Source: an optimization exercise on an open RTL-to-GDS flow (aim: small area). Production flows keep margins and buffers that such runs may drop. Function was checked by simulation only, so behaviour that the tests miss may differ from the original. No activity file was given, so power comes from the tool's default toggle rates.

<file path="flow/design.v">
`timescale 1ns / 1ps
module FIFO #(
	parameter WIDTH = 8,
	parameter DEPTH = 8
	)(
	input clk,
	input rst_n,
	input [WIDTH - 1:0] writeData,
	input writeEn,
	output [WIDTH - 1:0] readData,
	input readEn,
	output full,
	output empty
	);
	logic [WIDTH - 1:0] readDataReg;
	assign readData = readDataReg;
	logic [$clog2(DEPTH):0] readPtr, writePtr;
	logic [WIDTH - 1:0] mem [DEPTH - 1:0];
	assign full = (writePtr[$clog2(DEPTH) - 1:0] == readPtr[$clog2(DEPTH) - 1:0]) && (writePtr[$clog2(DEPTH)] != readPtr[$clog2(DEPTH)]);
	assign empty = writePtr == readPtr;
	always @(posedge clk) begin
		if (~rst_n) begin
			readPtr <= 0;
			writePtr <= 0;
			readDataReg <= 0;
		end else begin
		if (writeEn) begin  
			writePtr <= writePtr + 1;
			mem[writePtr[$clog2(DEPTH) - 1:0]] <= writeData;
		end
		if (readEn) begin
			readPtr <= readPtr + 1;
			readDataReg <= mem[readPtr[$clog2(DEPTH) - 1:0]];
		end
		end
	end
endmodule
`timescale 1ns / 1ps
module clkPrescale (
		input clk,
		input rst_n,
		input prescaleEn,
		input [7:0] prescale1,
		input [7:0] prescale2,
		output SCKTick
	);
	logic [7:0] count1, count2;
	logic SCKTickReg;
	assign SCKTick = SCKTickReg;
	always @(posedge clk) begin
		if (~rst_n) begin
			count1 <= 0;
			count2 <= 0;
			SCKTickReg <= 0;
		end else begin
		if (~prescaleEn) begin
			count1 <= 0;
			count2 <= 0;
			SCKTickReg <= 0;
		end else begin
			if (count1 == prescale1) begin  
				count1 <= 0;
				if (count2 == prescale2) begin
					count2 <= 0;
					SCKTickReg <= 1;
				end else begin
					SCKTickReg <= 0;
					count2 <= count2 + 1;
				end
			end else begin
				SCKTickReg <= 0;
				count1 <= count1 + 1;
			end
		end
		end
	end
endmodule
`timescale 1ns / 1ps
module SPIMaster #(
	parameter WIDTH = 8,
	parameter TxFIFODepth = 8,
	parameter RxFIFODepth = 8
	)(
	input clk,
	input rst_n,
    output CS_n,
    output SCK,
    output MOSI,
    input MISO,
	output [WIDTH - 1:0] RXdata,
	input readEn,
	output RXFIFOempty,
	output RXFIFOfull,
	output TXFIFOempty,
	output TXFIFOfull,
	input [WIDTH - 1:0] TXdata,
	input writeEn,
	input startTransaction,
	output doneTransaction,
	input [7:0] prescale1,
	input [7:0] prescale2
	);
	logic [WIDTH - 1:0] shiftIn;
	logic [WIDTH - 1:0] shiftOut;
	logic chipSelect;
	logic SCKReg;
	assign MOSI = shiftOut[WIDTH - 1];
	assign CS_n = chipSelect;
	assign SCK = SCKReg;
	logic [$clog2(WIDTH):0] bitCount;  
	localparam IDLE = 3'b000;
	localparam START = 3'b001;
	localparam LOAD_FIFO_DATA = 3'b010;
	localparam SEND_DATA = 3'b011;
	localparam END_TRANSACTION = 3'b100;
	logic [2:0] transactionState;
	logic transactionDone;
	assign transactionDone = bitCount == WIDTH;
	logic doneTransactionReg;
	assign doneTransaction = doneTransactionReg;
	logic writeRXFIFO;
	FIFO #(.WIDTH(WIDTH), .DEPTH(RxFIFODepth)) RXFIFO (
		.clk(clk),
		.rst_n(rst_n),
		.writeData(shiftIn),
		.writeEn(writeRXFIFO),
		.readData(RXdata),
		.readEn(readEn),
		.full(RXFIFOfull),
		.empty(RXFIFOempty)
	);
	logic readTXFIFO;
	logic [WIDTH - 1:0] TXFIFOdata;
	FIFO #(.WIDTH(WIDTH), .DEPTH(TxFIFODepth)) TXFIFO (
		.clk(clk),
		.rst_n(rst_n),
		.writeData(TXdata),
		.writeEn(writeEn),
		.readData(TXFIFOdata),
		.readEn(readTXFIFO),
		.full(TXFIFOfull),
		.empty(TXFIFOempty)
	);
	logic SCKTick;
	logic enSCK;
	clkPrescale prescaler (
		.clk(clk),
		.rst_n(rst_n),
		.prescaleEn(enSCK),
		.prescale1(prescale1),
		.prescale2(prescale2),
		.SCKTick(SCKTick)
	);
    always @ (posedge clk) begin
		if (~rst_n) begin
			shiftIn <= 0;
			shiftOut <= 0;
			chipSelect <= 1'b1;
			SCKReg <= 1'b0;
			enSCK <= 1'b0;
			bitCount <= 0;
			writeRXFIFO <= 1'b0;
			readTXFIFO <= 1'b0;
			transactionState <= IDLE;
			doneTransactionReg <= 1;
		end else begin
		case (transactionState)
			IDLE: begin
				if (startTransaction) begin
					readTXFIFO <= 1'b1;
					transactionState <= START;
					chipSelect <= 1'b0;
					doneTransactionReg <= 0;
				end
			end
			START: begin
				transactionState <= LOAD_FIFO_DATA;
				readTXFIFO <= 1'b0;
			end
			LOAD_FIFO_DATA: begin
				shiftOut <= TXFIFOdata;
				transactionState <= SEND_DATA;
				enSCK <= 1'b1;
			end
			SEND_DATA: begin
				if (~transactionDone) begin
					if (SCKTick) begin
						SCKReg <= ~SCKReg;
						if (SCKReg) begin  
							shiftOut <= {shiftOut[WIDTH - 2:0], 1'b0};
						end else begin  
							shiftIn <= {shiftIn[WIDTH - 2:0], MISO};
							bitCount <= bitCount + 1'd1;
						end
					end
				end else begin  
					writeRXFIFO <= 1'b1;
					transactionState <= END_TRANSACTION;
				end
			end
			END_TRANSACTION: begin
				writeRXFIFO <= 1'b0;
				if (SCKTick) begin  
					chipSelect <= 1'b1;
					enSCK <= 1'b0;
					SCKReg <= 1'b0;  
					shiftOut <= 0;
					bitCount <= 0;
					doneTransactionReg <= 1;
					transactionState <= IDLE;
				end
			end
			default: transactionState <= IDLE;
		endcase
		end
    end
endmodule
</file>
<file path="flow/run.sh">
#!/bin/bash
# synth_recipe.tcl (not shown) runs the flow's synth.tcl, then flattens the netlist and writes it again
# the make line also repeats each setting of config.mk as NAME=value (left out here)
make -C /OpenROAD-flow-scripts/flow DESIGN_CONFIG=/design/flow/config.mk WORK_HOME=/design/flow/orfs CLKGATE_MAP_FILE= SYNTH_SCRIPT=/design/flow/synth_recipe.tcl finish
</file>
<file path="flow/config.mk">
export PLATFORM = sky130hd
export DESIGN_NAME = SPIMaster
export DESIGN_NICKNAME = SPIMaster
export VERILOG_FILES = /design/flow/design.v
export SDC_FILE = /design/flow/constraint.sdc
export NUM_CORES = 4
export LEC_CHECK = 0
export CAP_MARGIN = 20
export CORE_MARGIN = 2
export CORE_UTILIZATION = 40
export SLEW_MARGIN = 20
</file>
<file path="flow/constraint.sdc">
create_clock -name core_clock -period 5.0 [get_ports {clk}]
set_input_delay 1.0000 -clock core_clock [delete_from_list [all_inputs] [get_ports {clk}]]
set_output_delay 1.0000 -clock core_clock [all_outputs]
set_load 0.01 [all_outputs]
</file>
==> summary.txt <==
[layout make-up]
type                            instances  area, um2
Inverter                                4       15.0
Timing Repair Buffer                   51        490
Fill cell                            1812      10900
Clock inverter                         14        233
Multi-Input combinational cell        379       2960
Tap cell                              275        344
Sequential cell                       205       5390
Clock buffer                           26        597
[cell families after synthesis]
| family | after synthesis | synth area share, % |
|---|---|---|
| AO/OA/AOI/OAI | 88 | 6.32 |
| XOR/XNOR | 40 | 4.14 |
| adder cells (fa/ha/maj) | 8 | 1.18 |
| buffers and inverters | 39 | 1.86 |
| flip-flops | 205 | 63.6 |
| multiplexers | 61 | 11.9 |
| AND/OR/NAND/NOR | 182 | 11.0 |
[registers in the layout (all words and copies together) (netlist names), 8 cells and up]
signal,flops
prescaler.count2,8
TXFIFO.readDataReg,8
shiftIn,8
RXFIFO.readDataReg,8
shiftOut,8
TXFIFO.mem,64
prescaler.count1,8
RXFIFO.mem,64
[tightest hold or removal path, stage by stage (launching register included)]
cell and delay (ns):
dfxtp_1 0.34, nand2_1 0.06, a21oi_1 0.05
[cell usage after synthesis, drive strengths merged, types with 2 or more instances]
library cell	number
a31oi	2
nand3	16
mux2i	29
nand2b	7
and2	15
nand3b	5
mux4	32
nor2b	17
ha	8
nor3	16
buf	11
a21oi	35
nand4	7
dfxtp	77
and3	7
nor4	2
nand2	55
xnor2	23
nor3b	2
edfxtp	128
a21boi	12
o22ai	9
inv	4
xor2	17
clkbuf	24
or2	3
o21ai	24
nor2	27
[where the power goes]
group          internal (W)  total [W]  switching [W]
clock               0.00117    0.00182       0.000648
combinational      0.000127   0.000242       0.000115
sequential          0.00182    0.00185      0.0000330
[worst paths after layout]
path | startpoint | to | slack, ns | cells past startpoint
min | prescaler.count2[1]$_SDFFE_PP0P_ | prescaler.count2[1]$_SDFFE_PP0P_ | 0.50 | 2
min reg2reg | prescaler.count2[1]$_SDFFE_PP0P_ | prescaler.count2[1]$_SDFFE_PP0P_ | 0.50 | 2
max | TXFIFO.readPtr[2]$_SDFFE_PN0P_ | TXFIFOfull | 1.53 | 4
max reg2reg | transactionState[2]$_SDFFE_PN0P_ | bitCount[2]$_SDFFE_PN0P_ | 2.84 | 5
[through the flow]
step,util [%],worst slack [ns]
2_1_floorplan,-,2.56
3_3_place_gp,43.9,1.95
3_5_place_dp,43.9,1.84
4_1_cts,47.8,1.47
5_1_grt,48.0,1.36
6_report,48.0,1.53
[metal layers]
layer  vias to the layer above  wire (um)
li1                       2381          -
met1                      2448       7170
met2                        93       7740
met3                        26        641
met4                         0        315
met5                         -          0
==> impl_metrics.tcl <==
set metrics [dict create \
    avgSynthCellArea_um2 13.6 \
    netlist_area_um2 8470 \
    grt_usage_pct 14.6 \
    holdBufCountCts 0 \
    die_width_um 150 \
    maxSlewHeadroom_pct 27.3 \
    cts_buffer_depth 3 \
    clock_skew_ns 0.0107 \
    layoutNonFillerInstCount 954 \
    clock_latency_ns 0.49 \
    finalHoldViolCount 0 \
    final_layout_size_suffix_gt1_share_pct 13.7 \
    cts_buffers 22 \
    pin_count 46 \
    yosysSeqAreaShare_pct 63.6 \
    globalRouteMet2Util_pct 24.7 \
    tritoncts "done" \
    area_growth_pct 18.4 \
    max_slew.worst_pin.slew_ns 1.08 \
    drt-total-wl_um 15900 \
    critPathArrivalTime_ns 2.47 \
    power_density_nw_per_um2 389 \
    grtUsageMet3_pct 2.80 \
    path_buf_inv 1 \
    p_leak_nw 3.25 \
    fmax_mhz 288 \
    path_cells "xnor2_1, nand3_1, nor2b_1, clkdlybuf4s50_1" \
    dp.cells 914 \
    synth_edf_count 128 \
    grt_start_max_net_pins 42 \
    cp-end-kind "output pin" \
    busiest_layer "met2" \
    ant_nets 0 \
    routedWlPerCell_um 16.6 \
    nets 701 \
    hold_slack_ns 0.498 \
    cts_root_buf "clkbuf_16" \
    critPathMaxFanout 19 \
    layout_common_cells "128 x edfxtp_1, 77 x dfxtp_1, 55 x nand2_1, 44 x clkdlybuf4s50_1, 35 x a21oi_1" \
    required_ns 4.00 \
    min_path_type "register to register" \
    setup_violations 0 \
    port_buffers 45 \
    fin_crit_ns 3.47 \
    grt_pass1_wl_um 26100 \
    start_util_pct 40.6 \
    path_delay_family "flip-flops" \
    final_common_cell "edfxtp_1" \
    synth_fp_nets 661 \
    fp.dieArea_um2 22400 \
    path_clk_slew_ns 0.07 \
    rsz0062_at_grt "false" \
    grt_pass1_vias 5021 \
    gr-usage-met1_pct 19.5 \
    synth_cell_types 42 \
    placed_area_um2 9160 \
    first_pass_iters 4 \
    synth_top_area_share_pct 45.4 \
    antenna_found_initial 0 \
    path_class "register to output pin" \
    vias 4948 \
    slew_violations 0 \
    viasPerCell 5.19 \
    cts_sinks 205 \
    synthFlopType "edfxtp_1" \
    async_flop_share_pct 0 \
    drtIter0Drc 298 \
    antenna_cells 0 \
    syn_inst 623 \
    design_area_um2 10000 \
    max-vdd-ir-drop_mv 0.365 \
    start_kind "register" \
    ys_seq_elements 205 \
    post_cts_buffers 0 \
    cp_slowest_cell "dfxtp_1" \
    cts_resized 0 \
    synth_top_cell_by_area "edfxtp_1" \
    drc 0 \
    synth.area.top_cells "edfxtp_1 45%, dfxtp_1 18%, mux4_2 8.5%" \
    max-cap-violations 0 \
    grt_overflow 0 \
    gp_congestion 0.781 \
    ys_warn_count 3 \
    die_h_um 150 \
    htree_levels 1 \
    core_area_um2 20900 \
    fin_tns_setup_ns 0 \
    critPathMaxStageDelay_ns 0.93 \
    total_power_w 0.00391 \
    hpwl_um 10800 \
    rows 53 \
    status "no timing/DRC/antenna violations" \
    period_share_pct 69.4 \
]

## what the ideal ports hide
In the flow no input, the clock included, has a driving cell. The finished layout below was timed again as built, in two steps. Step 1: set_driving_cell puts a clkbuf_16 on clk and a buf_2 on each other input, an assumption about the parent block. Step 2 times the ports against the registers' clock, not the clock port: input delays grow and output delays shrink by t, the midpoint of the rising clock arrivals with the driver on. Slacks: ideal ports / drivers / drivers and shift; pairs: ideal ports / drivers.
shift t [ns]: 0.533
setup WS [ns]: 1.528 / 1.483 / 1.857
worst data-port slew with drivers (ns): 0.05
After both steps this run still meets setup and hold. The setup slack of this run moves by -0.045 ns with the drivers and by +0.329 ns with both steps.
